This is an optimization exercise on Yosys and OpenROAD, whose aim is a short achievable clock period and few clock cycles, not a production implementation. The RTL was checked by simulation tests, not by an equivalence proof against the original design. Power figures rest on the tool's default switching activity, not on a simulated workload.

**flow/config.mk**
```make
export PLATFORM = sky130hd
export DESIGN_NAME = simplecore
export DESIGN_NICKNAME = simplecore
export VERILOG_FILES = /design/flow/design.v
export SDC_FILE = /design/flow/constraint.sdc
export NUM_CORES = 4
export LEC_CHECK = 0
export ABC_CLOCK_PERIOD_IN_PS = 3000
export CAP_MARGIN = 20
export CORE_MARGIN = 2
export CORE_UTILIZATION = 40
export SETUP_SLACK_MARGIN = 5
export SLEW_MARGIN = 20
```
**flow/constraint.sdc**
```tcl
create_clock -name core_clock -period 11.5 [get_ports {clk}]
set_input_delay 2.3000 -clock core_clock [delete_from_list [all_inputs] [get_ports {clk}]]
set_output_delay 2.3000 -clock core_clock [all_outputs]
set_load 0.01 [all_outputs]
```
**flow/design.v**
```verilog
module	boothDigits (
	b,
	digits
);
input	[15:0]	b;
output	[23:0]	digits;
wire	[16:0]	bx = {b, 1'b0};
genvar	k;
generate
	for (k = 0; k < 8; k = k + 1) begin : gdig
		assign	digits[3*k]   = bx[2*k+1] ^ bx[2*k];
		assign	digits[3*k+1] = (bx[2*k+2] & ~bx[2*k+1] & ~bx[2*k]) |
					(~bx[2*k+2] & bx[2*k+1] & bx[2*k]);
		assign	digits[3*k+2] = bx[2*k+2];
	end
endgenerate
endmodule
module	cmp42 (
	x1,
	x2,
	x3,
	x4,
	s,
	c
);
input	[15:0]	x1, x2, x3, x4;
output	[15:0]	s, c;
wire	[15:0]	p12 = x1 ^ x2;
wire	[15:0]	p   = p12 ^ (x3 ^ x4);
wire	[15:0]	co  = (p12 & x3) | (~p12 & x1);
wire	[15:0]	ci  = {co[14:0], 1'b0};
wire	[15:0]	cc  = (p & ci) | (~p & x4);
assign	s = p ^ ci;
assign	c = {cc[14:0], 1'b0};
endmodule
module	mulTree (
	aL,
	aH,
	dL,
	dH,
	sq,
	s,
	c
);
input	[15:0]	aL;
input	[ 7:0]	aH;
input	[11:0]	dL;
input	[23:0]	dH;
input		sq;	 
output	[15:0]	s, c;
wire	[15:0]	row [0:7];
wire	[ 7:0]	neg = {dH[23], dH[20], dH[17], dH[14], dH[11], dH[8], dH[5], dH[2]};
genvar	k, i;
generate
	for (k = 0; k < 7; k = k + 1) begin : gbooth
		for (i = 0; i < 16; i = i + 1) begin : gbit
			wire	one = (i < 8 && k < 4) ? dL[3*k]   : dH[3*k];
			wire	two = (i < 8 && k < 4) ? dL[3*k+1] : dH[3*k+1];
			wire	ng  = (i < 8 && k < 4) ? dL[3*k+2] : dH[3*k+2];
			if (i < 2*k) begin : glo
				assign row[k][i] = (k > 0 && i == 2*k-2) ? neg[k-1] : 1'b0;
			end else if (i == 2*k) begin : gfirst
				assign row[k][i] = (one & (k < 4 ? aL[0] : aH[0])) ^ ng;
			end else begin : grest
				assign row[k][i] = ((one & (k < 4 ? aL[i-2*k] : aH[(i-2*k) % 8])) |
						    (two & (k < 4 ? aL[i-2*k-1] : aH[(i-2*k-1) % 8]))) ^ ng;
			end
		end
	end
endgenerate
wire	m0 = dH[21] & aH[0];
wire	m1 = (dH[21] & aH[1]) | (dH[22] & aH[0]);
assign	row[7] = {m1 ^ (dH[23] & m0), m0, 1'b0, neg[6], 12'b0};
wire	[15:0]	q0, q1, q2, q3, q4, q5, q6, q7;
sqRows	IsqRows (
	.x	(aL & {16{sq}}),
	.q0	(q0), .q1 (q1), .q2 (q2), .q3 (q3),
	.q4	(q4), .q5 (q5), .q6 (q6), .q7 (q7)
);
wire	[15:0]	s0, c0, s1, c1;
cmp42	Ic0 (row[0] | q0, row[1] | q1, row[2] | q2, row[3] | q3, s0, c0);
cmp42	Ic1 (row[4] | q4, row[5] | q5, row[6] | q6, row[7] | q7, s1, c1);
cmp42	Ic2 (s0, c0, s1, c1, s, c);
endmodule
module	sqRows (
	x,
	q0, q1, q2, q3, q4, q5, q6, q7
);
input	[15:0]	x;
output	[15:0]	q0, q1, q2, q3, q4, q5, q6, q7;
assign	q0 = {(x[0] & x[14]), x[7], (x[0] & x[12]), x[6], (x[0] & x[10]), x[5], (x[0] & x[8]), x[4], (x[0] & x[6]), x[3], (x[0] & x[4]), x[2], (x[0] & x[2]), x[1], 1'b0, x[0]};
assign	q1 = {(x[1] & x[13]), (x[0] & x[13]), (x[1] & x[11]), (x[0] & x[11]), (x[1] & x[9]), (x[0] & x[9]), (x[1] & x[7]), (x[0] & x[7]), (x[1] & x[5]), (x[0] & x[5]), (x[1] & x[3]), (x[0] & x[3]), 1'b0, (x[0] & x[1]), 1'b0, 1'b0};
assign	q2 = {(x[2] & x[12]), (x[1] & x[12]), (x[2] & x[10]), (x[1] & x[10]), (x[2] & x[8]), (x[1] & x[8]), (x[2] & x[6]), (x[1] & x[6]), (x[2] & x[4]), (x[1] & x[4]), 1'b0, (x[1] & x[2]), 1'b0, 1'b0, 1'b0, 1'b0};
assign	q3 = {(x[3] & x[11]), (x[2] & x[11]), (x[3] & x[9]), (x[2] & x[9]), (x[3] & x[7]), (x[2] & x[7]), (x[3] & x[5]), (x[2] & x[5]), 1'b0, (x[2] & x[3]), 1'b0, 1'b0, 1'b0, 1'b0, 1'b0, 1'b0};
assign	q4 = {(x[4] & x[10]), (x[3] & x[10]), (x[4] & x[8]), (x[3] & x[8]), (x[4] & x[6]), (x[3] & x[6]), 1'b0, (x[3] & x[4]), 1'b0, 1'b0, 1'b0, 1'b0, 1'b0, 1'b0, 1'b0, 1'b0};
assign	q5 = {(x[5] & x[9]), (x[4] & x[9]), (x[5] & x[7]), (x[4] & x[7]), 1'b0, (x[4] & x[5]), 1'b0, 1'b0, 1'b0, 1'b0, 1'b0, 1'b0, 1'b0, 1'b0, 1'b0, 1'b0};
assign	q6 = {(x[6] & x[8]), (x[5] & x[8]), 1'b0, (x[5] & x[6]), 1'b0, 1'b0, 1'b0, 1'b0, 1'b0, 1'b0, 1'b0, 1'b0, 1'b0, 1'b0, 1'b0, 1'b0};
assign	q7 = {1'b0, (x[6] & x[7]), 1'b0, 1'b0, 1'b0, 1'b0, 1'b0, 1'b0, 1'b0, 1'b0, 1'b0, 1'b0, 1'b0, 1'b0, 1'b0, 1'b0};
endmodule
module	simplecore (
	clk,
	nreset,
	iAddr,
	iData,
	dAddr,
	dIn,
	dOut,
	nRW
);
input		clk;
input		nreset;
output	[15:0]	iAddr;     
input	[15:0]	iData;     
output	[15:0]	dAddr;     
input	[15:0]	dIn;       
output	[15:0]	dOut;      
output		nRW;
reg	[15:0]	pc;		 
reg	[15:0]	fInst;		 
reg		refillTmp, refill;
reg	[ 1:0]	cond;
reg		cmpFlag;
reg		branchFlag;
reg		eSrWbEn;
reg		rAdd, rSub, rAnd, rOr, rMovA, rMovB, rMrs, rSh, rLd;
reg	[ 2:0]	shiftCtl;
reg		mulOEn;
reg	[ 3:0]	wbIdx;
reg		eWbEn;
reg		eIAregCtl;
reg		eDOutCtl;
reg	[15:0]	opA, opB;	 
reg	[15:0]	mulAL;
reg	[ 7:0]	mulAH;
reg	[11:0]	digL;		 
reg	[23:0]	digH;
reg	[15:0]	dAddrR, dOutR;	 
reg	[15:0]	mulRes;
reg		selMA, selMB;
reg		sqSel;
reg	[15:0]	shA;
reg	[ 3:0]	shB;
reg		shSelA, shSelB;
reg		memSelA, memSelB;
reg		wMul;		 
reg		nRWR;
reg		wEn;
reg	[ 3:0]	wIdx;
reg	[15:0]	wVal;
reg	[ 3:0]	sr;		 
reg	[16*15-1:0]	rf;		 
wire	zFlag = sr[2];
wire	execFlag = (cond == 2'd2) || (cond == 2'd0 && zFlag) ||
		   (cond == 2'd1 && ~zFlag);
wire	live     = execFlag & ~refill;
wire	flush    = branchFlag & live;
wire	wbEn     = eWbEn & live;
wire	srWbEn   = eSrWbEn & live;
wire	iAregCtl = eIAregCtl & live;
wire	[15:0]	A = selMA ? mulRes : opA;
wire	[15:0]	B = selMB ? mulRes : opB;
wire	[15:0]	sum = A + B;
wire	[16:0]	dif = {1'b0, A} - {1'b0, B};
wire	[ 3:0]	condFlag = {dif[15], ~|dif[15:0], dif[16],
			    (A[15] == B[15]) && (A[15] != dif[15])};
wire	[15:0]	shIn = shSelA ? mulRes : shA;
wire	[ 3:0]	amt  = shSelB ? mulRes[3:0] : shB;
wire	[31:0]	rot = {shIn, shIn} >> amt;
wire	[31:0]	asr = {{16{shIn[15]}}, shIn} >> amt;
reg	[15:0]	shiftOut;
always @(*)
begin
	casex (shiftCtl)
		3'b0??:	shiftOut = shIn << amt;
		3'b100:	shiftOut = shIn >> amt;
		3'b101:	shiftOut = asr[15:0];
		default: shiftOut = rot[15:0];
	endcase
end
wire	[15:0]	mS, mC;
mulTree	ImulTree (
	.aL		(mulAL		),
	.aH		(mulAH		),
	.dL		(digL		),
	.dH		(digH		),
	.sq		(sqSel		),
	.s		(mS		),
	.c		(mC		)
);
wire	[15:0]	mulOut = mS + mC;
wire	[15:0]	busWo = ({16{rAdd}}  & sum)        |
			({16{rSub}}  & dif[15:0])  |
			({16{rAnd}}  & (A & B))    |
			({16{rOr}}   & (A | B))    |
			({16{rMovA}} & A)          |
			({16{rMovB}} & B)          |
			({16{rMrs}}  & {sr, 12'b0}) |
			({16{rSh}}   & shiftOut)   |
			({16{rLd}}   & dIn);
assign	dAddr = memSelA ? mulRes : dAddrR;
assign	dOut  = memSelB ? mulRes : dOutR;
assign	nRW   = nRWR;
assign	iAddr = pc;
reg	[ 2:0]	instId;
always @(*)
begin
	casex (fInst[15:12])
		4'b00??: instId = 3'd0;
		4'b01??: instId = 3'd1;
		4'b100?: instId = 3'd2;
		4'b1010: instId = 3'd3;
		4'b1011: instId = 3'd4;
		4'b1111: instId = 3'd6;
		default: instId = 3'd5;
	endcase
end
wire	[ 2:0]	opcode = fInst[13:11];
wire	[ 3:0]	rs1Idx = fInst[ 3: 0];
wire	[ 3:0]	rs2Idx = {1'b0, fInst[ 6: 4]};
wire	[ 3:0]	rdIdx  = fInst[10: 7];
wire	isBranch = (instId == 3'd5);
wire	immFlag  = (instId == 3'd0);
wire	[15:0]	dImm = isBranch ? {{4{fInst[11]}}, fInst[11:0]} : {9'b0, fInst[6:0]};
wire	[ 1:0]	dCond = (isBranch && ~refill) ? fInst[13:12] : 2'd2;
wire	dCmpFlag = (fInst[15:11] == 5'b00101);
wire	dSrWbEn  = (fInst[15:11] == 5'b00110) || (fInst[15:11] == 5'b00101);
wire	dSrOEn   = (fInst[15:11] == 5'b00111);
reg	[ 2:0]	opTmp;
reg		dAluOEn, dShiftOEn, dMulOEn, dWbTmp, dIAreg, dDIn, dDOut;
always @(*)
begin
	{opTmp, dAluOEn, dShiftOEn, dMulOEn, dWbTmp, dIAreg, dDIn, dDOut} = 10'b0;
	case (instId)
		3'd0:   {opTmp, dAluOEn, dShiftOEn, dMulOEn, dWbTmp, dIAreg, dDIn, dDOut} = {opcode,  7'b1001000};
		3'd1:   {opTmp, dAluOEn, dShiftOEn, dMulOEn, dWbTmp, dIAreg, dDIn, dDOut} = {opcode,  7'b1001000};
		3'd2:   {opTmp, dAluOEn, dShiftOEn, dMulOEn, dWbTmp, dIAreg, dDIn, dDOut} = {3'b0,    7'b0101000};
		3'd3:   {opTmp, dAluOEn, dShiftOEn, dMulOEn, dWbTmp, dIAreg, dDIn, dDOut} = {3'd0, 7'b0001010};
		3'd4:  {opTmp, dAluOEn, dShiftOEn, dMulOEn, dWbTmp, dIAreg, dDIn, dDOut} = {3'd0, 7'b0000001};
		3'd5: {opTmp, dAluOEn, dShiftOEn, dMulOEn, dWbTmp, dIAreg, dDIn, dDOut} = {3'd1, 7'b1000100};
		3'd6:    {opTmp, dAluOEn, dShiftOEn, dMulOEn, dWbTmp, dIAreg, dDIn, dDOut} = {3'b0,    7'b0011000};
		default: ;
	endcase
end
reg	[ 2:0]	dAluCtl;
always @(*)
begin
	case (opTmp)
		3'd0: dAluCtl = immFlag ? 3'b001 : 3'b000;
		3'd1: dAluCtl = 3'b100;
		3'd2: dAluCtl = 3'b110;
		3'd3: dAluCtl = 3'b010;
		3'd4:  dAluCtl = 3'b011;
		3'd5: dAluCtl = 3'b110;
		default: dAluCtl = 3'b000;
	endcase
end
reg	[ 2:0]	dShiftCtl;
always @(*)
begin
	case (fInst[12:11])
		2'd0: dShiftCtl = 3'b000;
		2'd1: dShiftCtl = 3'b100;
		2'd2: dShiftCtl = 3'b101;
		default: dShiftCtl = 3'b110;
	endcase
end
wire	[ 3:0]	aIdx = immFlag ? rdIdx : (isBranch ? 4'd15 : rs1Idx);
wire	immOEn = immFlag | isBranch | (instId == 3'd3);
wire	[ 3:0]	bIdx = (instId == 3'd4) ? rdIdx : rs2Idx;
wire	[15:0]	pcInc = pc + 16'd2;
reg	[15:0]	rfA, rfB;
integer	k;
always @(*)
begin
	rfA = pcInc;
	rfB = pcInc;
	for (k = 0; k < 15; k = k + 1)
	begin
		if (aIdx == k)
			rfA = rf[k*16 +: 16];
		if (bIdx == k)
			rfB = rf[k*16 +: 16];
	end
end
wire	fwdA  = wbEn && (wbIdx == aIdx) && (aIdx != 4'd15);
wire	fwdB  = wbEn && (wbIdx == bIdx) && (bIdx != 4'd15);
wire	fwdWA = wEn && (wIdx == aIdx);
wire	fwdWB = wEn && (wIdx == bIdx);
wire	[15:0]	wV   = wMul ? mulRes : wVal;
wire	[15:0]	regA = fwdWA ? wV : rfA;
wire	[15:0]	regB = fwdWB ? wV : rfB;
wire	fwdMA = fwdA & mulOEn;
wire	fwdMB = fwdB & mulOEn & ~immOEn;
wire	fwdOA = fwdA & ~mulOEn;
wire	fwdOB = fwdB & ~mulOEn & ~immOEn;
wire	[15:0]	earlyB = immOEn ? dImm : regB;
wire	[15:0]	dOpA = fwdOA ? busWo : regA;
wire	[15:0]	dOpB = fwdOB ? busWo : earlyB;
wire	mcSelD = dMulOEn & (fwdMA | fwdMB);
wire	mbSwap = fwdMB & ~fwdMA;
wire	mbFwd  = dMulOEn & (mbSwap ? fwdOA : fwdOB);
wire	sqSelD = dMulOEn & fwdMA & fwdMB;
wire	[15:0]	dMulB = (mbFwd & ~sqSelD) ? busWo :
			((dMulOEn & ~sqSelD) ? (mbSwap ? regA : earlyB) : 16'b0);
wire	[23:0]	dDig;
boothDigits	IboothDigits (
	.b		(dMulB		),
	.digits		(dDig		)
);
wire	[15:0]	dMulA = (dMulOEn & fwdOA) ? busWo : (dMulOEn ? regA : 16'b0);
wire	isMem  = (instId == 3'd3) || (instId == 3'd4);
always @(posedge clk)
begin
	fInst	<= iData;
	opA	<= dOpA;
	opB	<= dOpB;
	mulAL	<= mcSelD ? mulOut : dMulA;
	digL	<= dDig[11:0];
	dAddrR	<= (isMem & fwdOA) ? busWo : (isMem ? regA : 16'b0);
	dOutR	<= (isMem & fwdOB) ? busWo : (isMem ? earlyB : 16'b0);
	wEn	<= wbEn && (wbIdx != 4'd15);
	wIdx	<= wbIdx;
	wVal	<= busWo;
	wMul	<= mulOEn;
	mulRes	<= mulOut;
	selMA	<= fwdMA;
	selMB	<= fwdMB;
	shA	<= (dShiftOEn & fwdOA) ? busWo : (dShiftOEn ? regA : 16'b0);
	shB	<= (dShiftOEn & fwdOB) ? busWo[3:0] : (dShiftOEn ? earlyB[3:0] : 4'b0);
	shSelA	<= dShiftOEn & fwdMA;
	shSelB	<= dShiftOEn & fwdMB;
	memSelA	<= isMem & fwdMA;
	memSelB	<= isMem & fwdMB;
	sqSel	<= sqSelD;
	cmpFlag	<= dCmpFlag;
	rAdd	<= dAluOEn & (dAluCtl[2:1] == 2'b10);
	rSub	<= dAluOEn & (dAluCtl[2:1] == 2'b11);
	rAnd	<= dAluOEn & (dAluCtl == 3'b010);
	rOr	<= dAluOEn & (dAluCtl == 3'b011);
	rMovA	<= dAluOEn & (dAluCtl == 3'b000) & ~dSrOEn;
	rMovB	<= dAluOEn & (dAluCtl == 3'b001);
	rMrs	<= dAluOEn & (dAluCtl == 3'b000) & dSrOEn;
	rSh	<= dShiftOEn;
	rLd	<= dDIn;
	shiftCtl <= dShiftCtl;
	mulOEn	<= dMulOEn;
	wbIdx	<= rdIdx;
end
always @(posedge clk)
begin
	if (~nreset)
	begin
		pc		<= 16'b0;
		refillTmp	<= 1'b1;
		refill		<= 1'b1;
		cond		<= 2'd2;
		eSrWbEn		<= 1'b0;
		eWbEn		<= 1'b0;
		eIAregCtl	<= 1'b0;
		branchFlag	<= 1'b0;
		eDOutCtl	<= 1'b0;
		nRWR		<= 1'b0;
		sr		<= 4'b0;
		mulAH		<= 8'b0;
		digH		<= 24'b0;
	end
	else
	begin
		pc <= iAregCtl ? sum : pcInc;
		if (flush)
		begin
			refillTmp <= 1'b1;
			refill    <= 1'b1;
		end
		else
		begin
			refillTmp <= 1'b0;
			refill    <= refillTmp;
		end
		cond		<= dCond;
		branchFlag	<= isBranch;
		eSrWbEn		<= dSrWbEn;
		eWbEn		<= dWbTmp & ~dCmpFlag;
		eIAregCtl	<= dIAreg;
		eDOutCtl	<= dDOut;
		nRWR		<= dDOut & ~flush & ~refillTmp;
		mulAH		<= mcSelD ? mulOut[7:0] : dMulA[7:0];
		digH		<= dDig;
		if (srWbEn)
			sr <= cmpFlag ? condFlag : A[15:12];
	end
end
integer	w;
always @(posedge clk)
	for (w = 0; w < 15; w = w + 1)
		if (wEn && wIdx == w)
			rf[w*16 +: 16] <= wV;
endmodule
```
**flow/flow/run.sh**
```bash
#!/bin/bash
# The standard layout (the standard.sh: the standard synthesis and the
# ORFS steps) with timing repair aimed well below the clock period: every
# repair_timing step works until the setup slack is SETUP_SLACK_MARGIN ns.
# The clock, constraints and all other settings are the design's.
set -euo pipefail
bash standard.sh SETUP_SLACK_MARGIN=8 finish > standard.log 2>&1
```
**flow/standard.sh**
```bash
#!/bin/bash
# synth_recipe.tcl (not shown) runs the flow's synth.tcl, then flattens the netlist and writes it again
# the make line also repeats each setting of config.mk as NAME=value (left out here)
make -C /OpenROAD-flow-scripts/flow DESIGN_CONFIG=/design/flow/config.mk WORK_HOME=/design/flow/orfs CLKGATE_MAP_FILE= SYNTH_SCRIPT=/design/flow/synth_recipe.tcl "${@:-finish}"
```
==> results of run 1 <==
cells in the final DEF (no fill, tap or decap), drive strengths merged, types with 20 or more instances in the layout:
master,count
o211ai,53
a21oi,235
o31ai,20
o22ai,47
inv,129
nor3,66
a211oi,48
edfxtp,240
clkdlybuf4s50,21
nor2,271
o21a,23
and2,30
nor2b,28
xor2,36
maj3,22
buf,461
nand2,310
ha,80
a221oi,37
clkbuf,75
xnor2,152
mux2,112
dfxtp,251
and3,31
a22oi,87
mux4,20
o21ai,193
a21o,22
a31oi,46
mux2i,122
nand3,99
flip-flops by register name (all words and copies together), names as in the netlist, 12 cells and up:
register / count
fInst: 16
wVal: 16
digL: 12
pc: 16
mulRes: 16
shA: 16
mulAL: 16
opB: 16
opA: 16
dOutR: 16
digH: 24
dAddrR: 16
rf: 240
metal layers:
metal | wire length [µm] | part of all wire [%] | vias up
li1 | - | - | 13200
met1 | 54400 | 38 | 15200
met2 | 61300 | 43 | 2330
met3 | 17300 | 12 | 629
met4 | 11100 | 7.7 | 4
met5 | 25 | 0.017 | -
what timing repair did:
action	4_1_cts	5_1_grt
cloned	13	7
setup buffers	193	139
pin swaps	112	164
gates resized for setup	767	336
setup endpoints to repair	244	174
how the worst max path moves through the flow:
stage / cells after the start / endpoint / slack (ns) / start
global placement: 12 / digH[0] / 6.18 / fInst[15]
CTS: 10 / digH[22] / 7.11 / dIn[15]
floorplan: 9 / digH[22] / 7.10 / dIn[15]
detailed placement: 12 / digH[0] / 6.10 / fInst[15]
global route: 21 / mulAL[15] / 7.05 / mulAL[7]
finish: 10 / digH[22] / 7.23 / dIn[15]
metrics by stage:
| stage | cells | hold WS (ns) |
|---|---|---|
| 6_report | 4774 | 0.382 |
| 5_1_grt | 4773 | 0.387 |
| 4_1_cts | 4627 | 0.379 |
| 3_5_place_dp | 4328 | 0.367 |
| 3_3_place_gp | 4328 | 0.374 |
| 2_1_floorplan | 3363 | 0.326 |
worst register-to-register path: stages, from the launching register on:
cell and delay [ns]:
dfxtp_4 0.35, buf_12 0.13, and2_4 0.18, nand2_2 0.07, o21ai_2 0.05, a21oi_2 0.21
xor2_2 0.21, xnor2_2 0.11, xor2_1 0.16, xnor2_1 0.30, ha_1 0.32, ha_4 0.26
ha_4 0.27, inv_2 0.03, o21bai_1 0.13, a21o_1 0.16, a21o_1 0.13, a21oi_2 0.07
o21a_1 0.22, o21ai_2 0.17, xnor2_2 0.13, nand4_1 0.22, nand3_1 0.18, a21oi_2 0.07
cell type report:
type | instances | area share [%]
clock inverters | 27 | 0.845
well taps | 1040 | 3.13
multi-input cells | 2515 | 49.4
repair buffers | 505 | 12.2
diodes | 1 | 0.00601
clock buffers | 66 | 3.47
inverters | 129 | 1.19
flip-flops and latches | 491 | 29.8
cells by family (layout without fill, tap and decap cells):
logic type | Yosys count | count (layout)
buf+inv | 363 | 727
other cells | 0 | 1
flops | 491 | 491
xor+xnor | 194 | 194
simple gates | 947 | 951
mux | 253 | 254
fa+ha+maj | 104 | 104
compound gates | 1011 | 1012
power by group through the flow:
stage	Sequential (W)	Clock, W	Combinational, W
final	0.00209	0.00182	0.00234
after global routing	0.00209	0.00189	0.00238
after CTS	0.00208	0.00181	0.00192
after detailed placement	0.00213	0	0.00150
after global placement	0.00213	0	0.00150
after floorplan	0.00207	0	0.000927
==> impl_metrics.tcl, run 1 <==
set metrics [dict create \
    seqCellArea_um2 12400 \
    outcome "timing/DRC/antenna clean" \
    synth_flop_cell "dfxtp_1" \
    timing.fmax_ghz 0.234 \
    synth-seq-cells 491 \
    yosysWarnings 2 \
    grt_pass1_wl_um 200000 \
    fin_nets 3809 \
    place_area_um2 33200 \
    layout-drive-gt1-share_pct 33.1 \
    numCtsBuffers 51 \
    crit_slowest_cell "or4b_4" \
    critPathBufInv 1 \
    htree_num_levels 2 \
    yosysTopAreaCellShare_pct 23.3 \
    grt_use_met2_pct 52.1 \
    wl_per_cell_um 30.2 \
    total_power_w 0.00625 \
    endpoint_kind "flop" \
    grt_max_degree 44 \
    gr-total-overflow 0 \
    grtUsageTotal_pct 34.2 \
    layout_setup_ws_ns 7.23 \
    syn_area_um2 31000 \
    worstSkewPairLatency_ns 0.64 \
    p_comb_share_pct 37.5 \
    use_met1_pct 44.3 \
    cts_tree "yes" \
    powerDensity_nw_per_um2 150 \
    dieWidth_um 282 \
    worstPathArrival_ns 4.80 \
    dp.final_hpwl_um 94500 \
    fin_crit_sh_pct 37.1 \
    crit_fanout 4 \
    grt_pass1_vias 28500 \
    crit_type "in -> reg" \
    first_pass_iters 7 \
    hold_class "reg -> reg" \
    tns_ns 0 \
    fin_crit_ns 4.27 \
    synthDistinctLibCells 102 \
    net-switching-power_w 0.00227 \
    finalHoldViolCount 0 \
    yosysTopAreaCell "edfxtp_1" \
    vias_per_cell 6.56 \
    die_h_um 282 \
    cp_cell_sequence "buf_6 > a221o_1 > a2111oi_4 > nand2_2 > a311oi_2 > or4b_4 > a211o_4 > o2bb2ai_4 > or3b_1 > a21oi_1" \
    max_stage_delay_ns 0.50 \
    avgSynthCellArea_um2 9.22 \
    synth-seq-area-share_pct 39.5 \
    rows 102 \
    place_ws_ns 6.10 \
    grt_antenna_before_repair 6 \
    synth_compound_area_share_pct 22.0 \
    first_iter_violations 4588 \
    wl_um 144000 \
    clockBufferDepth 3 \
    place_congestion 1.07 \
    maxCapViolations 0 \
    rsz0062_at_grt "yes" \
    reg2reg_to "mulAL[15]" \
    leakagePower_nw 15.3 \
    clockRootBuffer "clkbuf_16" \
    port_buffers 82 \
    whs_path_depth 0 \
    synth-simple-area-share_pct 14.2 \
    fillers 6795 \
    setup-violations-final 0 \
    cts_sinks 491 \
    core_um2 77100 \
    critPathRequiredTime_ns 12.03 \
    hold_path_startpoint "wbIdx[3]" \
    drc 0 \
    maxSlewViolCount 0 \
    syn_to_final_growth_pct 34.3 \
    r2r_start "sqSel" \
    ant_nets 0 \
    synthCells 3363 \
    multiInputGateArea_um2 20600 \
    syn-num-nets 3479 \
    cts.hold.buffers_added 0 \
    vdd.ir_drop.worst_v 0.000131 \
    tightest_slew_ns 1.39 \
    seq_power_share_pct 33.4 \
    p_int_w 0.00398 \
    top_usage_layer "met2" \
    ios 83 \
    synthAdderAreaFrac_pct 4.07 \
    rrSetupSlack_ns 7.27 \
    ys_top_cells_by_count "nand2_1, nor2_1, dfxtp_1" \
    design_area_um2 41600 \
    grtUsageMet3_pct 8.26 \
    critPathTopFamily "compound AO/OA/AOI/OAI gates" \
    dieArea_um2 79700 \
    start_kind "primary input" \
    synthXorXnorAreaFrac_pct 5.76 \
    route.vias.total 31300 \
    ys_async_sr_fraction_pct 0 \
    switching_share_pct 36.4 \
    clkPwrFrac_pct 29.1 \
    fin_skew_ns 0.0438 \
    yosysMostFrequentCell "nand2_1" \
    synth_top_family_by_area "compound AO/OA/AOI/OAI gates" \
    path_clk_slew_ns 0.07 \
    start_util_pct 40.2 \
    synth_area_leaders "edfxtp_1, dfxtp_1, xnor2_1" \
    holdPathEnd "wIdx[3]" \
    synth_mux_area_share_pct 9.56 \
    synth_edf_count 240 \
    final_util_pct 54.0 \
    slew_headroom_pct 7.01 \
    worstRegToRegCells 23 \
]
Testbench counts, summed over its fixed seeds: cycles 54,356.
==> run 2, diff against run 1 <==
--- a/flow/config.mk
+++ b/flow/config.mk
@@ -10,4 +10,4 @@
 export CORE_MARGIN = 2
 export CORE_UTILIZATION = 40
-export SETUP_SLACK_MARGIN = 5
+export PLACE_DENSITY = 0.75
 export SLEW_MARGIN = 20
==> run 2 against run 1 <==
Critical endpoint is now mulAL[15]. Highest routed layer unchanged. Clock skew is 0.011 ns lower. Fmax is 1.5% lower. Final cell count is 0.38% higher. Sequential share of layout area is 0.071 points lower. Register-to-register slack worse by 0.11 ns. Via count is 4.0% higher. Combinational power is 3% higher. Still clean. Setup slack worse by 0.066 ns. Sequential power hardly changed. Hold slack better by 0.00093 ns. Wire length is 3.7% higher.
==> impl_metrics.tcl, run 2 <==
set metrics [dict create \
    route.vias.total 32600 \
    layout_setup_ws_ns 7.16 \
    yosysWarnings 2 \
    die_h_um 282 \
    powerDensity_nw_per_um2 149 \
    port_buffers 82 \
    syn_to_final_growth_pct 34.6 \
    setup-violations-final 0 \
    stdcell_count 4792 \
    place_ws_ns 6.07 \
    wl_um 149000 \
    clockBufferDepth 3 \
    path_clk_slew_ns 0.06 \
    fin_nets 3828 \
    maxSlewViolCount 0 \
    fin_skew_ns 0.0325 \
    p_comb_share_pct 38.7 \
    grt_max_degree 44 \
    tns_ns 0 \
    cts.hold.buffers_added 0 \
    crit_fanout 6 \
    rows 102 \
    synth-seq-area-share_pct 39.5 \
    finalHoldViolCount 0 \
    synth_flop_cell "dfxtp_1" \
    place_congestion 1.05 \
    start_kind "flop" \
    grt_pass1_vias 29400 \
    ys_async_sr_fraction_pct 0 \
    p_int_w 0.00388 \
    cts_tree "yes" \
    synth_area_leaders "edfxtp_1, dfxtp_1, xnor2_1" \
    worstPathArrival_ns 4.83 \
    top_register "rf" \
    hold_class "reg -> reg" \
    top_regs "rf x240, digH x24" \
    net-switching-power_w 0.00234 \
    seq_power_share_pct 33.6 \
    largest_reg_flops 240 \
    dieArea_um2 79700 \
    endpoint_kind "flop" \
    grt_pass1_wl_um 201000 \
    yosysMostFrequentCell "nand2_1" \
    critPathRequiredTime_ns 11.99 \
    layout-drive-gt1-share_pct 33.5 \
    crit_type "reg -> reg" \
    synth_edf_count 240 \
    timing.fmax_ghz 0.231 \
    fillers 6487 \
    dp.final_hpwl_um 94800 \
    numCtsBuffers 51 \
    tightest_slew_ns 1.27 \
    ios 83 \
    fin_crit_ns 4.34 \
    slew_headroom_pct 15.3 \
    cts_sinks 491 \
    clockRootBuffer "clkbuf_16" \
    rsz0062_at_grt "yes" \
    htree_num_levels 2 \
    drc 0 \
    clkPwrFrac_pct 27.7 \
    layout_common_cells "nand2_1, buf_4, edfxtp_1" \
    yosysTopAreaCell "edfxtp_1" \
    grt_antenna_before_repair 8 \
    avgSynthCellArea_um2 9.22 \
    start_util_pct 40.2 \
    synth-seq-cells 491 \
    fin_crit_sh_pct 37.7 \
    grtUsageTotal_pct 34.3 \
    first_pass_iters 9 \
    vias_per_cell 6.80 \
    synthCells 3363 \
    outcome "timing/DRC/antenna clean" \
    syn_area_um2 31000 \
    worstSkewPairLatency_ns 0.64 \
    core_um2 77100 \
    wl_per_cell_um 31.2 \
    syn-num-nets 3479 \
    vdd.ir_drop.worst_v 0.000150 \
    ys_top_cells_by_count "nand2_1, nor2_1, dfxtp_1" \
    leakagePower_nw 15.3 \
    dieWidth_um 282 \
    gr-total-overflow 0 \
    ant_nets 0 \
    layout_commonest_cell "nand2_1" \
    first_iter_violations 5473 \
    yosysTopAreaCellShare_pct 23.3 \
    synthDistinctLibCells 102 \
    maxCapViolations 0 \
    switching_share_pct 37.6 \
    dp_cells 4330 \
]
run 2: metrics by stage:
stage / power [W] / area, µm² / hold slack, ns / utilization, %
after floorplan: 0.00300 / 31600 / 0.326 / -
after global placement: 0.00364 / 33200 / 0.367 / 43.1
after detailed placement: 0.00364 / 33200 / 0.373 / 43.1
after CTS: 0.00567 / 39000 / 0.379 / 50.6
after global routing: 0.00630 / 41700 / 0.397 / 54.1
final: 0.00622 / 41700 / 0.383 / 54.1
run 2: path summary, 6_finish.rpt:
check | startpoint | end | slack (ns) | depth (start not counted)
worst max-delay path | sqSel | mulAL[15] | 7.16 | 22
worst min-delay path | wbIdx[3] | wIdx[3] | 0.38 | 0
worst max register to register | sqSel | mulAL[15] | 7.16 | 22
worst min register to register | wbIdx[3] | wIdx[3] | 0.38 | 0
run 2: worst max-delay path, stage by stage, from the launching register on:
cell and delay, ns:
dfxtp_4 0.36, buf_12 0.13, and2_4 0.14, a21o_1 0.17, a32oi_1 0.16, o21ai_1 0.15
xnor2_1 0.27, xor2_1 0.15, xnor2_2 0.34, ha_4 0.27, ha_4 0.27, ha_4 0.20
inv_2 0.06, o21bai_1 0.07, a21o_1 0.21, a21o_1 0.20, a21oi_2 0.15, o21a_1 0.19
o21ai_2 0.09, xnor2_2 0.15, nand4_1 0.25, nand3_2 0.16, a21oi_2 0.07
run 2: timing repair:
action | in CTS | in global routing
buffers inserted | 221 | 127
resized for setup | 744 | 364
endpoints found under the setup margin | 237 | 182
pin swaps | 142 | 155
cloned | 15 | 5
run 2: area by class of cell:
class	instances	area [µm²]	share of cell area, %
clock inverters	28	304	0.728
flip-flops and latches	491	12400	29.7
inverters	129	508	1.22
repair buffers	523	5220	12.5
diodes	2	5.00	0.0120
clock buffers	63	1370	3.29
multi-input cells	2516	20600	49.5
well taps	1040	1300	3.12
run 2: power groups by stage:
| stage | sequential [W] | clock (W) | combinational [W] |
|---|---|---|---|
| detailed placement | 0.00212 | 0 | 0.00152 |
| floorplan | 0.00207 | 0 | 0.000927 |
| global route | 0.00209 | 0.00178 | 0.00243 |
| finish | 0.00209 | 0.00172 | 0.00241 |
| global placement | 0.00212 | 0 | 0.00152 |
| CTS | 0.00208 | 0.00170 | 0.00189 |
run 2: kinds of logic (layout without fill, tap and decap cells):
kind of cell	Yosys count	count (layout)	share of synthesized area, %
AO/OA/AOI/OAI	1011	1011	22.0
AND/OR/NAND/NOR	947	952	14.2
flip-flops	491	491	39.5
buffers and inverters	363	743	4.90
multiplexers	253	255	9.56
XOR/XNOR	194	194	5.76
adder cells (fa/ha/maj)	104	104	4.07
other	0	2	0
run 2: routing by layer:
metal / vias up / wire length (µm) / part of all wire (%) / global-route usage, %
li1: 13200 / - / - / -
met1: 15600 / 52700 / 35 / 43.6
met2: 2885 / 61700 / 41 / 51.3
met3: 858 / 21500 / 14 / 9.37
met4: 8 / 13500 / 9.1 / 22.0
met5: - / 42 / 0.028 / 0.122
==> run 3, diff against run 2 <==
--- a/flow/flow/run.sh
+++ b/flow/flow/run.sh
@@ -5,3 +5,3 @@
 # The clock, constraints and all other settings are the design's.
 set -euo pipefail
-bash standard.sh SETUP_SLACK_MARGIN=8 finish > standard.log 2>&1
+bash standard.sh SETUP_SLACK_MARGIN=7.5 finish > standard.log 2>&1
--- a/flow/config.mk
+++ b/flow/config.mk
@@ -9,5 +9,5 @@
 export CAP_MARGIN = 20
 export CORE_MARGIN = 2
-export CORE_UTILIZATION = 40
-export PLACE_DENSITY = 0.75
+export CORE_UTILIZATION = 30
+export PLACE_DENSITY = 0.5
 export SLEW_MARGIN = 20
==> run 3 against run 2 <==
Still clean. Final cell count grew 3.2%. Clock skew rose by 0.015 ns. Fmax fell by 0.51%. Global-route usage is 8.6 points lower. Non-clock buffer count down 179. Wire length shrank 3.1%. Setup slack worse by 0.022 ns. Combinational power down about 20%. Register-to-register slack got worse by 0.02 ns. First-iteration DRC count down 27%. Critical path type unchanged. Largest cell class unchanged. Largest power group is now sequential cells.
==> impl_metrics.tcl, run 3 <==
set metrics [dict create \
    outcome "timing/DRC/antenna clean" \
    finalHoldViolCount 0 \
    syn_area_um2 31000 \
    htree_num_levels 2 \
    worstPathArrival_ns 4.90 \
    grtUsageTotal_pct 25.7 \
    fin_crit_ns 4.36 \
    slew_headroom_pct 22.3 \
    p_comb_share_pct 33.3 \
    grt_max_degree 60 \
    ios 83 \
    crit_type "reg -> reg" \
    numCtsBuffers 53 \
    yosysMostFrequentCell "nand2_1" \
    layout-drive-gt1-share_pct 25.3 \
    wl_um 145000 \
    ys_async_sr_fraction_pct 0 \
    cts_tree "yes" \
    ys_top_cells_by_count "nand2_1, nor2_1, dfxtp_1" \
    crit_fanout 34 \
    top_regs "rf x240, digH x24" \
    worstSkewPairLatency_ns 0.65 \
    maxSlewViolCount 0 \
    synthXorXnorAreaFrac_pct 5.76 \
    rows 117 \
    syn-num-nets 3479 \
    tightest_slew_ns 1.16 \
    critPathRequiredTime_ns 12.04 \
    dieWidth_um 325 \
    core_um2 102000 \
    stdcell_count 4946 \
    worstRegToRegCells 12 \
    clockBufferDepth 3 \
    fin_skew_ns 0.0474 \
    grt_pass1_wl_um 202000 \
    timing.fmax_ghz 0.229 \
    max_stage_delay_ns 0.64 \
    synth_compound_area_share_pct 22.0 \
    dp_cells 4665 \
    start_util_pct 30.3 \
    total_power_w 0.00582 \
    r2r_start "fInst[9]" \
    avgSynthCellArea_um2 9.22 \
    ant_nets 0 \
    clockRootBuffer "clkbuf_16" \
    yosysTopAreaCell "edfxtp_1" \
    syn_to_final_growth_pct 25.6 \
    synthDistinctLibCells 102 \
    synth-simple-area-share_pct 14.2 \
    layout_common_cells "nand2_1, nor2_1, edfxtp_1" \
    vias_per_cell 6.02 \
    synth-seq-area-share_pct 39.5 \
    synth_edf_count 240 \
    synth_flop_cell "dfxtp_1" \
    leakagePower_nw 14.1 \
    gr-total-overflow 0 \
    holdPathEnd "wIdx[3]" \
    synth_mux_area_share_pct 9.56 \
    grt_antenna_before_repair 1 \
    synthCells 3363 \
    tns_ns 0 \
    synthAdderAreaFrac_pct 4.07 \
    dieArea_um2 106000 \
    drc 0 \
    fin_nets 3648 \
    reg2reg_to "digH[22]" \
    endpoint_kind "flop" \
    route.vias.total 29800 \
    die_h_um 325 \
    wl_per_cell_um 29.3 \
    switching_share_pct 36.6 \
    synth_area_leaders "edfxtp_1, dfxtp_1, xnor2_1" \
    net-switching-power_w 0.00213 \
    fin_crit_sh_pct 37.9 \
    final_util_pct 38.1 \
    p_int_w 0.00369 \
    place_congestion 1.00 \
    seq_power_share_pct 35.8 \
    start_kind "flop" \
    whs_path_depth 0 \
    yosysTopAreaCellShare_pct 23.3 \
    cp_common_cell "a22oi_1" \
    synth_top_family_by_area "compound AO/OA/AOI/OAI gates" \
    rrSetupSlack_ns 7.14 \
    rsz0062_at_grt "yes" \
    yosysWarnings 2 \
    dp.final_hpwl_um 101000 \
    path_clk_slew_ns 0.06 \
    clkPwrFrac_pct 30.9 \
    layout_commonest_cell "nand2_1" \
    setup-violations-final 0 \
    vdd.ir_drop.worst_v 0.0000986 \
    synth-seq-cells 491 \
    largest_reg_flops 240 \
    hold_path_startpoint "wbIdx[3]" \
    crit_slowest_cell "a21oi_1" \
    grt_pass1_vias 27300 \
    cp_cell_sequence "buf_6 > inv_1 > nand4_1 > o21ai_0 > a21oi_1 > o2111ai_1 > nand2_1 > a22oi_1 > a22oi_1 > o21ai_4 > or3b_4 > a21oi_2" \
    hold_class "reg -> reg" \
    top_register "rf" \
    maxCapViolations 0 \
    cts_sinks 491 \
    powerDensity_nw_per_um2 150 \
    first_pass_iters 8 \
    port_buffers 82 \
    first_iter_violations 3992 \
]
-- run 3: cell types whose count changed in the layout (fill, tap and decap cells not counted), sizes merged, moves of 3 or more --
cell | previous run | this run
buf | 481 | 280
clkbuf | 69 | 78
clkdlybuf4s15 | 8 | 2
clkdlybuf4s50 | 20 | 43
clkinvlp | 1 | 5
dlygate4sd2 | 4 | 1
-- run 3: worst max-delay path by stage --
stage          cells past startpoint      start        end  slack (ns)
2_1_floorplan                      9    dIn[15]   digH[22]        7.10
3_3_place_gp                      11  fInst[15]   digH[22]        5.96
3_5_place_dp                      13  fInst[15]    digH[7]        5.91
4_1_cts                           10    dIn[15]   digH[22]        7.07
5_1_grt                           22   mulAL[1]  mulAL[15]        7.15
6_report                          12   fInst[9]   digH[22]        7.14
-- run 3: final cells by class --
cell class	count	area [µm²]
fillers	10300	63200
multi-input cells	2513	19300
flip-flops and latches	491	12400
repair buffers	344	3280
well taps	1368	1710
clock buffers	64	1430
inverters	129	502
clock inverters	35	358
diodes	2	5.00
-- run 3: per-stage QoR --
step / setup WS (ns) / area (µm²) / hold WS [ns]
2_1_floorplan: 7.10 / 31200 / 0.326
3_3_place_gp: 5.96 / 33400 / 0.371
3_5_place_dp: 5.91 / 33400 / 0.363
4_1_cts: 7.07 / 37200 / 0.374
5_1_grt: 7.15 / 38900 / 0.383
6_report: 7.14 / 38900 / 0.382
-- run 3: what timing repair did --
item,4_1_cts,5_1_grt
setup buffers,96,71
gates cloned,7,6
endpoints found under the setup margin,209,119
hold buffers,0,0
resized for setup,424,271
pin swaps,82,105
-- run 3: cells by family after synthesis --
logic type,count (synthesis)
muxes,253
and+or+nand+nor,947
xor gates and xnor gates,194
adders and majority gates,104
buffers and inverters,363
AOI/OAI and AO/OA,1011
DFF,491
-- run 3: worst max-delay path, delay by kind of cell (launching register included) --
| family | cells | cell delay, ns |
|---|---|---|
| AO/OA/AOI/OAI | 7 | 2.04 |
| flip-flops | 1 | 0.33 |
| buffers and inverters | 2 | 0.66 |
| AND/OR/NAND/NOR | 3 | 1.18 |
-- run 3: metal layers --
layer	up-vias	GRT usage, %	wire, µm
met3	372	4.44	13900
met2	1869	39.8	63600
met1	14700	35.2	59900
met5	-	0	16
met4	2	10.7	7440
li1	12900	-	-
-- run 3: power groups by stage --
stage | sequential, W | combinational [W] | clock [W]
global route | 0.00209 | 0.00199 | 0.00188
floorplan | 0.00207 | 0.000900 | 0
finish | 0.00208 | 0.00194 | 0.00180
detailed placement | 0.00212 | 0.00152 | 0
global placement | 0.00212 | 0.00153 | 0
CTS | 0.00208 | 0.00167 | 0.00181
==> run 4, diff against run 3 <==
--- a/flow/design.v
+++ b/flow/design.v
@@ -189,5 +189,5 @@
 );
 wire	[15:0]	mulOut = mS + mC;
-wire	[15:0]	busWo = ({16{rAdd}}  & sum)        |
+wire	[15:0]	busWn = ({16{rAdd}}  & sum)        |
 			({16{rSub}}  & dif[15:0])  |
 			({16{rAnd}}  & (A & B))    |
@@ -196,6 +196,6 @@
 			({16{rMovB}} & B)          |
 			({16{rMrs}}  & {sr, 12'b0}) |
-			({16{rSh}}   & shiftOut)   |
-			({16{rLd}}   & dIn);
+			({16{rSh}}   & shiftOut);
+wire	[15:0]	busWo = busWn | ({16{rLd}} & dIn);
 assign	dAddr = memSelA ? mulRes : dAddrR;
 assign	dOut  = memSelB ? mulRes : dOutR;
@@ -297,9 +297,13 @@
 wire	[15:0]	dOpA = fwdOA ? busWo : regA;
 wire	[15:0]	dOpB = fwdOB ? busWo : earlyB;
-wire	mcSelD = dMulOEn & (fwdMA | fwdMB);
-wire	mbSwap = fwdMB & ~fwdMA;
+wire	lateA  = fwdMA | (fwdOA & rLd);
+wire	lateB  = fwdMB | (fwdOB & rLd);
+wire	mcSelD = dMulOEn & (lateA | lateB);
+wire	mcMul  = mcSelD & mulOEn;
+wire	mcLd   = mcSelD & rLd;
+wire	mbSwap = lateB & ~lateA;
 wire	mbFwd  = dMulOEn & (mbSwap ? fwdOA : fwdOB);
-wire	sqSelD = dMulOEn & fwdMA & fwdMB;
-wire	[15:0]	dMulB = (mbFwd & ~sqSelD) ? busWo :
+wire	sqSelD = dMulOEn & lateA & lateB;
+wire	[15:0]	dMulB = (mbFwd & ~sqSelD) ? busWn :
 			((dMulOEn & ~sqSelD) ? (mbSwap ? regA : earlyB) : 16'b0);
 wire	[23:0]	dDig;
@@ -308,5 +312,6 @@
 	.digits		(dDig		)
 );
-wire	[15:0]	dMulA = (dMulOEn & fwdOA) ? busWo : (dMulOEn ? regA : 16'b0);
+wire	[15:0]	dMulA = mcLd ? dIn :
+			((dMulOEn & fwdOA) ? busWn : (dMulOEn ? regA : 16'b0));
 wire	isMem  = (instId == 3'd3) || (instId == 3'd4);
 always @(posedge clk)
@@ -315,5 +320,5 @@
 	opA	<= dOpA;
 	opB	<= dOpB;
-	mulAL	<= mcSelD ? mulOut : dMulA;
+	mulAL	<= mcMul ? mulOut : dMulA;
 	digL	<= dDig[11:0];
 	dAddrR	<= (isMem & fwdOA) ? busWo : (isMem ? regA : 16'b0);
@@ -385,5 +390,5 @@
 		eDOutCtl	<= dDOut;
 		nRWR		<= dDOut & ~flush & ~refillTmp;
-		mulAH		<= mcSelD ? mulOut[7:0] : dMulA[7:0];
+		mulAH		<= mcMul ? mulOut[7:0] : dMulA[7:0];
 		digH		<= dDig;
 		if (srWbEn)
--- a/flow/flow/run.sh
+++ b/flow/flow/run.sh
@@ -5,3 +5,3 @@
 # The clock, constraints and all other settings are the design's.
 set -euo pipefail
-bash standard.sh SETUP_SLACK_MARGIN=7.5 finish > standard.log 2>&1
+bash standard.sh SETUP_SLACK_MARGIN=8 finish > standard.log 2>&1
--- a/flow/config.mk
+++ b/flow/config.mk
@@ -9,5 +9,5 @@
 export CAP_MARGIN = 20
 export CORE_MARGIN = 2
-export CORE_UTILIZATION = 30
-export PLACE_DENSITY = 0.5
+export CORE_UTILIZATION = 40
+export SETUP_SLACK_MARGIN = 5
 export SLEW_MARGIN = 20
==> run 4 against run 3 <==
Still clean. Final cell count decreased by 3.1%. Design area is 6.3% higher. Utilization up 15 points. Die area fell by 24%. Critical path type unchanged. Largest cell class unchanged. Highest routed layer unchanged.
==> impl_metrics.tcl, run 4 <==
set metrics [dict create \
    vias_per_cell 6.57 \
    ios 83 \
    endpoint_kind "flop" \
    rsz0062_at_grt "yes" \
    top_register "rf" \
    synthAdderAreaFrac_pct 4.19 \
    layout_common_cells "nand2_1, buf_4, edfxtp_1" \
    grt_pass1_wl_um 207000 \
    timing.fmax_ghz 0.243 \
    synthCells 3399 \
    outcome "timing/DRC/antenna clean" \
    powerDensity_nw_per_um2 145 \
    fin_skew_ns 0.0348 \
    first_iter_violations 4443 \
    yosysWarnings 2 \
    finalHoldViolCount 0 \
    port_buffers 82 \
    rows 102 \
    dp.final_hpwl_um 102000 \
    multiInputGateArea_um2 20700 \
    synthDistinctLibCells 107 \
    place_congestion 1.05 \
    slew_headroom_pct 24.2 \
    avgSynthCellArea_um2 9.20 \
    clockBufferDepth 3 \
    setup-violations-final 0 \
    syn-num-nets 3515 \
    synth_compound_area_share_pct 22.9 \
    top_regs "rf x240, digH x24" \
    layout_commonest_cell "nand2_1" \
    cts_sinks 491 \
    synth-simple-area-share_pct 13.6 \
    fin_crit_sh_pct 35.8 \
    die_h_um 284 \
    hold_class "reg -> reg" \
    grt_max_degree 61 \
    first_pass_iters 8 \
    route.vias.total 31500 \
    ys_async_sr_fraction_pct 0 \
    crit_fanout 8 \
    ys_top_cells_by_count "nand2_1, dfxtp_1, a21oi_1" \
    drc 0 \
    start_util_pct 40.4 \
    dieArea_um2 80400 \
    maxCapViolations 0 \
    crit_type "reg -> reg" \
    wl_um 150000 \
    rrSetupSlack_ns 7.38 \
    synth_flop_cell "dfxtp_1" \
    yosysMostFrequentCell "nand2_1" \
    largest_reg_flops 240 \
    tns_ns 0 \
    synthXorXnorAreaFrac_pct 5.86 \
    critPathRequiredTime_ns 12.01 \
    gr-total-overflow 0 \
    vdd.ir_drop.worst_v 0.000123 \
    cts_tree "yes" \
    synth-seq-cells 491 \
    path_clk_slew_ns 0.06 \
    yosysTopAreaCellShare_pct 23.0 \
    grt_antenna_before_repair 3 \
    grt_pass1_vias 29200 \
    synth_top_family_by_area "compound AO/OA/AOI/OAI gates" \
    cts.hold.buffers_added 0 \
    yosysTopAreaCell "edfxtp_1" \
    numCtsBuffers 52 \
    worstSkewPairLatency_ns 0.63 \
    fillers 6895 \
    tightest_slew_ns 1.13 \
    synth_area_leaders "edfxtp_1, dfxtp_1, xnor2_1" \
    htree_num_levels 2 \
    wl_per_cell_um 31.3 \
    layout-drive-gt1-share_pct 32.3 \
    seqCellArea_um2 12400 \
    stdcell_count 4791 \
    core_um2 77500 \
    syn_area_um2 31300 \
    synth-seq-area-share_pct 39.1 \
    synth_mux_area_share_pct 9.76 \
    syn_to_final_growth_pct 32.4 \
    dieWidth_um 284 \
    worstPathArrival_ns 4.62 \
    fin_nets 3824 \
    start_kind "flop" \
    fin_crit_ns 4.12 \
    leakagePower_nw 15.3 \
    maxSlewViolCount 0 \
    ant_nets 0 \
    synth_edf_count 240 \
    dp_cells 4362 \
    clockRootBuffer "clkbuf_16" \
    grtUsageTotal_pct 35.0 \
]
## run 4: logic make-up (layout without fill, tap and decap cells)
group	after synthesis	after routing
and+or+nand+nor	908	912
other	0	1
muxes	267	268
AOI/OAI and AO/OA	1061	1061
DFF	491	491
buffers and inverters	360	706
adders and majority gates	109	109
xor gates and xnor gates	203	203
## run 4: report_power, final
group	total [W]	internal, W	switching (W)
Sequential	0.00207	0.00199	0.0000794
Combinational	0.00216	0.000828	0.00133
Clock	0.00178	0.00104	0.000739
## run 4: cell type report
cell class	instances	share of cell area (%)
Antenna cell	1	0.00604
Clock buffer	72	3.60
Clock inverter	24	0.734
Inverter	117	1.08
Multi-Input combinational cell	2553	50.1
Sequential cell	491	30.0
Tap cell	1040	3.14
Timing Repair Buffer	493	11.4
## run 4: path summary, 6_finish.rpt
| path | cells past startpoint | from | end |
|---|---|---|---|
| max | 22 | digL[1] | mulAL[15] |
| min | 0 | wbIdx[3] | wIdx[3] |
| max reg2reg | 22 | digL[1] | mulAL[15] |
| min reg2reg | 0 | wbIdx[3] | wIdx[3] |
## run 4: worst max-delay path, cell delays in order, from the launching register on
cell and delay, ns:
dfxtp_4 0.38, a22oi_2 0.20, xnor2_1 0.16, nor2_1 0.11
buf_4 0.15, maj3_2 0.32, and2_4 0.17, nor2_1 0.11
xnor2_1 0.19, ha_4 0.26, ha_4 0.24, ha_4 0.27
inv_2 0.05, o21bai_4 0.13, a21oi_4 0.08, o21bai_1 0.20
a21oi_2 0.10, o21ai_2 0.17, a21o_1 0.15, a21oi_2 0.07
xnor2_2 0.16, xnor2_2 0.18, o21a_1 0.17
## run 4: per-stage QoR
stage	utilization (%)	power [W]	hold WS, ns	instance area (µm²)	worst slack [ns]
CTS	50.7	0.00569	0.410	39300	7.44
detailed placement	43.2	0.00354	0.403	33500	6.02
floorplan	-	0.00294	0.326	31700	7.65
global placement	43.2	0.00355	0.405	33500	6.01
global route	53.4	0.00613	0.428	41400	7.19
finish	53.5	0.00601	0.417	41400	7.38
## run 4: repair_timing
action,in CTS,in global routing
endpoints found under the setup margin,238,197
pin swaps,126,151
resized for setup,766,270
gates cloned,10,4
buffers inserted,204,114
## run 4: layer usage
layer | GRT usage [%] | wire length (µm)
met5 | 0 | 13
met4 | 22.5 | 12200
met3 | 8.61 | 17000
met2 | 53.5 | 64500
met1 | 44.3 | 56200
Testbench counts of run 4, summed over its fixed seeds: cycles 54,356.
==> run 5, diff against run 4 <==
--- a/flow/flow/run.sh
+++ b/flow/flow/run.sh
@@ -5,3 +5,3 @@
 # The clock, constraints and all other settings are the design's.
 set -euo pipefail
-bash standard.sh SETUP_SLACK_MARGIN=8 finish > standard.log 2>&1
+bash standard.sh SETUP_SLACK_MARGIN=7 finish > standard.log 2>&1
==> run 5 against run 4 <==
Still clean on timing, DRC and antenna. Clock skew fell by 0.0020 ns. Hold slack improved by 0.0086 ns. Final cell count fell by 6.0%. Non-clock buffer count fell by 293. Fmax fell by 10%. Global-route usage fell by 1.7 points. Design area fell by 13%. Power fell by 6.7%. Die area did not move. Clock-buffer cell count fell by 5. Sequential power barely moved. Largest cell class unchanged. Highest routed layer unchanged.
==> impl_metrics.tcl, run 5 <==
set metrics [dict create \
    outcome "timing/DRC/antenna clean" \
    maxSlewViolCount 0 \
    largest_reg_flops 240 \
    synth_flop_cell "dfxtp_1" \
    yosysMostFrequentCell "nand2_1" \
    clockBufferDepth 3 \
    die_h_um 284 \
    numCtsBuffers 55 \
    worstPathArrival_ns 5.08 \
    crit_slowest_cell "o211ai_1" \
    port_buffers 82 \
    yosysTopAreaCellShare_pct 23.0 \
    layout-drive-gt1-share_pct 15.4 \
    path_clk_slew_ns 0.06 \
    syn_area_um2 31300 \
    avgSynthCellArea_um2 9.20 \
    hold_class "reg -> reg" \
    stdcell_count 4504 \
    powerDensity_nw_per_um2 155 \
    yosysTopAreaCell "edfxtp_1" \
    max_stage_delay_ns 0.83 \
    top_regs "rf x240, digH x24" \
    vias_per_cell 6.60 \
    whs_path_depth 1 \
    ys_top_cells_by_count "nand2_1, dfxtp_1, a21oi_1" \
    htree_num_levels 2 \
    slew_headroom_pct 20.9 \
    fin_crit_sh_pct 39.9 \
    route.vias.total 29700 \
    dieArea_um2 80400 \
    worstSkewPairLatency_ns 0.64 \
    layout_common_cells "nand2_1, edfxtp_1, a21oi_1" \
    core_um2 77500 \
    synth-seq-cells 491 \
    dieWidth_um 284 \
    clockRootBuffer "clkbuf_16" \
    synth_area_leaders "edfxtp_1, dfxtp_1, xnor2_1" \
    drc 0 \
    cp_cell_sequence "buf_4 > buf_6 > a22oi_1 > buf_4 > nand2_4 > buf_6 > a211oi_1 > o211ai_1 > o211ai_1 > a21oi_2 > o22a_1 > mux2i_1 > nor2_1" \
    design_area_um2 36100 \
    crit_type "reg -> reg" \
    tns_ns 0 \
    synth_edf_count 240 \
    yosysWarnings 2 \
    critPathRequiredTime_ns 11.99 \
    fin_crit_ns 4.59 \
    grt_antenna_before_repair 5 \
    place_area_um2 33200 \
    grtUsageTotal_pct 33.4 \
    crit_fanout 36 \
    maxCapViolations 0 \
    dp_cells 4366 \
    place_congestion 1.05 \
    fin_nets 3530 \
    start_util_pct 40.4 \
    gr-total-overflow 0 \
    vdd.ir_drop.worst_v 0.000125 \
    reg2reg_to "dAddrR[8]" \
    grt_pass1_wl_um 198000 \
    first_pass_iters 8 \
    r2r_start "fInst[7]" \
    synthDistinctLibCells 107 \
    synth-seq-area-share_pct 39.1 \
    grt_pass1_vias 27800 \
    holdPathEnd "refill" \
    rows 102 \
    rsz0062_at_grt "yes" \
    start_kind "flop" \
    grt_max_degree 44 \
    total_power_w 0.00561 \
    tightest_slew_ns 1.18 \
    hold_path_startpoint "refillTmp" \
    cts_tree "yes" \
    wl_per_cell_um 31.2 \
    layout_commonest_cell "nand2_1" \
    synthCells 3399 \
    top_register "rf" \
    rrSetupSlack_ns 6.91 \
    ios 83 \
    setup-violations-final 0 \
    timing.fmax_ghz 0.218 \
    syn_to_final_growth_pct 15.4 \
    syn-num-nets 3515 \
    first_iter_violations 4299 \
    finalHoldViolCount 0 \
    dp.final_hpwl_um 100000 \
    ys_async_sr_fraction_pct 0 \
    cts_sinks 491 \
    fin_skew_ns 0.0328 \
    leakagePower_nw 13.0 \
    endpoint_kind "flop" \
    worstRegToRegCells 13 \
    wl_um 141000 \
    ant_nets 0 \
]
## run 5: changes by cell type in the layout (fill, tap and decap cells not counted), moves of 34 or more
cell             change
a21oi_1             +36
dfxtp_1             +35
clkdlybuf4s50_1     +49
mux2_2              +46
buf_6              -119
buf_4              -175
o21ai_0             +34
mux2_4              -47
## run 5: layout make-up
type / count / area, µm²
clock buffers: 67 / 1480
repair buffers: 200 / 1770
fillers: 7359 / 41400
well taps: 1040 / 1300
diodes: 3 / 7.51
multi-input cells: 2549 / 18200
clock inverters: 37 / 553
inverters: 117 / 439
flip-flops and latches: 491 / 12300
## run 5: power by group
part | internal (W) | switching (W)
registers | 0.00199 | 0.0000765
logic | 0.000458 | 0.00108
clock network | 0.00122 | 0.000788
## run 5: routing by layer
layer  global-route usage [%]  vias to the layer above  routed length [µm]
met5                        0                        -                  20
met4                     22.6                        2               11600
met3                     9.04                      581               15900
met2                     50.2                     2093               59400
met1                     41.9                    14300               53700
li1                         -                    12700                   -
## run 5: cells by family (layout without fill, tap and decap cells)
| family | count (synthesis) | count (layout) | share of synthesized area [%] |
|---|---|---|---|
| AND/OR/NAND/NOR | 908 | 909 | 13.6 |
| XOR/XNOR | 203 | 203 | 5.86 |
| flip-flops | 491 | 491 | 39.1 |
| other | 0 | 3 | 0 |
| buffers and inverters | 360 | 421 | 4.57 |
| AO/OA/AOI/OAI | 1061 | 1061 | 22.9 |
| multiplexers | 267 | 267 | 9.76 |
| adder cells (fa/ha/maj) | 109 | 109 | 4.19 |
## run 5: worst max-delay path: cells and delay by family, from the launching register on
family,cells,cell delay (ns)
muxes,1,0.54
AOI/OAI and AO/OA,6,1.98
buffers and inverters,4,1.14
and+or+nand+nor,2,0.39
DFF,1,0.31
## run 5: worst max path at each step
stage                 to  cells past startpoint      start
2_1_floorplan  mulAL[15]                     21   mulAL[4]
3_3_place_gp    digH[19]                     12  fInst[15]
3_5_place_dp    digH[22]                     12  fInst[15]
4_1_cts         digH[19]                     12  fInst[13]
5_1_grt        mulAL[15]                     22      sqSel
6_report       dAddrR[8]                     13   fInst[7]
## run 5: timing repair
action | in CTS | in global routing
cloned | 0 | 1
resized for setup | 86 | 84
hold buffers | 0 | 0
pin swaps | 6 | 12
hold endpoints to repair | 0 | 0
setup buffers | 14 | 15
setup endpoints to repair | 173 | 96
## run 5: metrics by stage
step	setup slack, ns	hold WS (ns)	util [%]
after detailed placement	6.00	0.411	42.8
after global placement	5.96	0.407	42.8
after global routing	6.95	0.443	46.6
after CTS	6.90	0.425	45.9
final	6.91	0.425	46.6
after floorplan	7.02	0.326	-
==> run 6, diff against run 5 <==
--- a/flow/flow/run.sh
+++ b/flow/flow/run.sh
@@ -5,3 +5,3 @@
 # The clock, constraints and all other settings are the design's.
 set -euo pipefail
-bash standard.sh SETUP_SLACK_MARGIN=7 finish > standard.log 2>&1
+bash standard.sh SETUP_SLACK_MARGIN=10 finish > standard.log 2>&1
==> run 6 against run 5 <==
Largest power group is now combinational logic. First-iteration DRC count up 25%. Clock-buffer cell count stayed put. Flip-flop and latch count did not move. Register-to-register slack improved by 0.23 ns. Non-clock buffer count is 460 higher. Synthesized cell count did not move. Still clean on timing, DRC and antenna. Clock skew increased by 0.023 ns. Via count up 11%.
==> impl_metrics.tcl, run 6 <==
set metrics [dict create \
    holdPathEnd "wIdx[3]" \
    first_pass_iters 9 \
    tightest_slew_ns 1.25 \
    ios 83 \
    fin_skew_ns 0.0558 \
    port_buffers 82 \
    syn_to_final_growth_pct 45.8 \
    start_kind "flop" \
    cts_tree "yes" \
    critPathRequiredTime_ns 12.09 \
    maxCapViolations 0 \
    rsz0062_at_grt "yes" \
    rrSetupSlack_ns 7.15 \
    place_congestion 1.07 \
    syn-num-nets 3515 \
    cts_sinks 491 \
    holdWs_ns 0.390 \
    crit_fanout 11 \
    syn_area_um2 31300 \
    switching_share_pct 36.3 \
    top_regs "rf x240, digH x24" \
    yosysMostFrequentCell "nand2_1" \
    synth_flop_cell "dfxtp_1" \
    grt_pass1_wl_um 218000 \
    yosysWarnings 2 \
    ant_nets 0 \
    fin_crit_sh_pct 37.9 \
    vias_per_cell 6.67 \
    total_power_w 0.00667 \
    dieWidth_um 284 \
    maxSlewViolCount 0 \
    synth_area_leaders "edfxtp_1, dfxtp_1, xnor2_1" \
    worstPathArrival_ns 4.94 \
    largest_reg_flops 240 \
    timing.fmax_ghz 0.230 \
    tns_ns 0 \
    synth-seq-area-share_pct 39.1 \
    clockRootBuffer "clkbuf_16" \
    finalHoldViolCount 0 \
    vdd.ir_drop.worst_v 0.000137 \
    layout-drive-gt1-share_pct 41.1 \
    layout_commonest_cell "buf_4" \
    first_iter_violations 5354 \
    hold_path_startpoint "wbIdx[3]" \
    synth_edf_count 240 \
    fin_crit_ns 4.35 \
    reg2reg_to "digH[16]" \
    wl_per_cell_um 31.9 \
    ys_top_cells_by_count "nand2_1, dfxtp_1, a21oi_1" \
    top_register "rf" \
    outcome "timing/DRC/antenna clean" \
    dp.final_hpwl_um 102000 \
    yosysTopAreaCell "edfxtp_1" \
    powerDensity_nw_per_um2 146 \
    layout_common_cells "buf_4, nand2_1, edfxtp_1" \
    grtUsageTotal_pct 36.9 \
    slew_headroom_pct 16.7 \
    stdcell_count 4969 \
    setup-violations-final 0 \
    drc 0 \
    path_clk_slew_ns 0.07 \
    clockBufferDepth 3 \
    core_um2 77500 \
    synthDistinctLibCells 107 \
    seq_power_share_pct 31.1 \
    p_int_w 0.00425 \
    endpoint_kind "flop" \
    numCtsBuffers 54 \
    gr-total-overflow 0 \
    dp_cells 4344 \
    yosysTopAreaCellShare_pct 23.0 \
    whs_path_depth 0 \
    crit_type "reg -> reg" \
    start_util_pct 40.4 \
    fillers 6299 \
    synthCells 3399 \
    net-switching-power_w 0.00242 \
    place_area_um2 34200 \
    synth-seq-cells 491 \
    grt_antenna_before_repair 7 \
    clkPwrFrac_pct 29.5 \
    worstRegToRegCells 13 \
    route.vias.total 33100 \
    grt_pass1_vias 30700 \
    fin_nets 3996 \
    rows 102 \
    p_comb_share_pct 39.4 \
    dieArea_um2 80400 \
    grt_max_degree 36 \
    worstSkewPairLatency_ns 0.69 \
    ys_async_sr_fraction_pct 0 \
    design_area_um2 45600 \
    avgSynthCellArea_um2 9.20 \
    hold_class "reg -> reg" \
    r2r_start "fInst[14]" \
    htree_num_levels 2 \
    die_h_um 284 \
    wl_um 159000 \
    leakagePower_nw 16.9 \
]
run 6: power by group through the flow:
| stage | combinational [W] | clock [W] | sequential, W |
|---|---|---|---|
| floorplan | 0.000955 | 0 | 0.00205 |
| global placement | 0.00150 | 0 | 0.00211 |
| detailed placement | 0.00150 | 0 | 0.00211 |
| CTS | 0.00218 | 0.00197 | 0.00207 |
| global route | 0.00266 | 0.00204 | 0.00208 |
| finish | 0.00263 | 0.00197 | 0.00207 |
run 6: worst max path at each step:
stage,start,end,cells after the start
after CTS,mulAL[6],mulAL[15],22
after global placement,fInst[14],digH[22],11
final,fInst[14],digH[16],13
after detailed placement,fInst[14],digH[22],11
after global routing,fInst[15],digH[16],13
after floorplan,mulAL[5],mulAL[15],23
run 6: metal layers:
layer  track usage [%]  part of all wire [%]  vias up
li1                  -                     -    13700
met1              45.8                    36    16000
met2              55.7                    42     2661
met3              10.3                    12      816
met4              25.0                   9.1        2
met5                 0                 0.010        -
run 6: worst max-delay path: stages, from the launching register on:
cell	delay, ns
dfxtp_4	0.37
buf_6	0.11
nor2_4	0.04
buf_12	0.13
a22oi_2	0.37
nand2_4	0.23
nor2_4	0.43
a2bb2oi_1	0.13
a221oi_1	0.97
o221a_2	0.41
o22ai_2	0.19
o21a_2	0.33
or3_1	0.38
a21oi_1	0.15
run 6: cell type report:
cell class                 instances  area (µm²)  share of cell area (%)
multi-input combinational       2556       22400                    49.2
timing repair buffer             660        6900                    15.1
antenna                            3        7.51                  0.0165
sequential                       491       12400                    27.3
inverter                         117         504                    1.11
clock buffer                      67        1480                    3.25
tap                             1040        1300                    2.85
clock inverter                    35         520                    1.14
run 6: cell families (layout without fill, tap and decap cells):
family	after synthesis	count (layout)	share of synthesized area [%]
mux	267	269	9.76
fa+ha+maj	109	109	4.19
compound gates	1061	1062	22.9
buf+inv	360	879	4.57
flops	491	491	39.1
other cells	0	3	0
simple gates	908	913	13.6
xor+xnor	203	203	5.86
run 6: stage by stage:
| step | setup WS (ns) | util [%] |
|---|---|---|
| after detailed placement | 6.52 | 44.2 |
| final | 7.15 | 58.9 |
| after CTS | 7.48 | 55.8 |
| after global routing | 7.19 | 58.8 |
| after floorplan | 7.65 | - |
| after global placement | 6.61 | 44.2 |
run 6: timing repair:
| item | CTS | global route |
|---|---|---|
| setup endpoints to repair | 681 | 508 |
| hold buffers | 0 | 0 |
| pin swaps | 245 | 168 |
| buffers inserted | 373 | 125 |
| resized for setup | 1070 | 273 |
| gates cloned | 21 | 1 |

[re-timing with driven ports]
The results above use ideal ports. As a check the final layouts listed here were re-extracted and re-timed, cells and wires unchanged.
Step 1 assumes that a clkbuf_16 drives the clock port and a buf_2 every other input.
Step 2 adds t to the input delays and takes it off the output delays; t is the mean of the earliest and latest rising clock arrival at the registers after step 1. Input paths then give back, and output paths get back, about the clock's delay inside the block.
Slacks: ideal / step 1 / step 2; pairs: ideal / step 1.
run	t (ns)	setup WS [ns]	clock arrival spread, ns	worst register clock-pin slew, ns
run 1	0.691	7.229 / 7.266 / 6.576	0.048 / 0.049	0.09 / 0.09
run 2	0.696	7.163 / 7.163 / 6.600	0.032 / 0.033	0.07 / 0.07
run 3	0.696	7.141 / 7.141 / 6.575	0.047 / 0.047	0.07 / 0.07
run 4	0.675	7.383 / 7.383 / 7.379	0.035 / 0.035	0.07 / 0.07
run 5	0.696	6.914 / 6.914 / 6.637	0.033 / 0.033	0.08 / 0.08
run 6	0.725	7.146 / 7.146 / 7.146	0.058 / 0.058	0.07 / 0.07
After both steps every run listed still meets setup and hold. For run 1, which loses most, drivers alone change the setup slack by +0.037 ns; drivers and shift together by -0.653 ns.
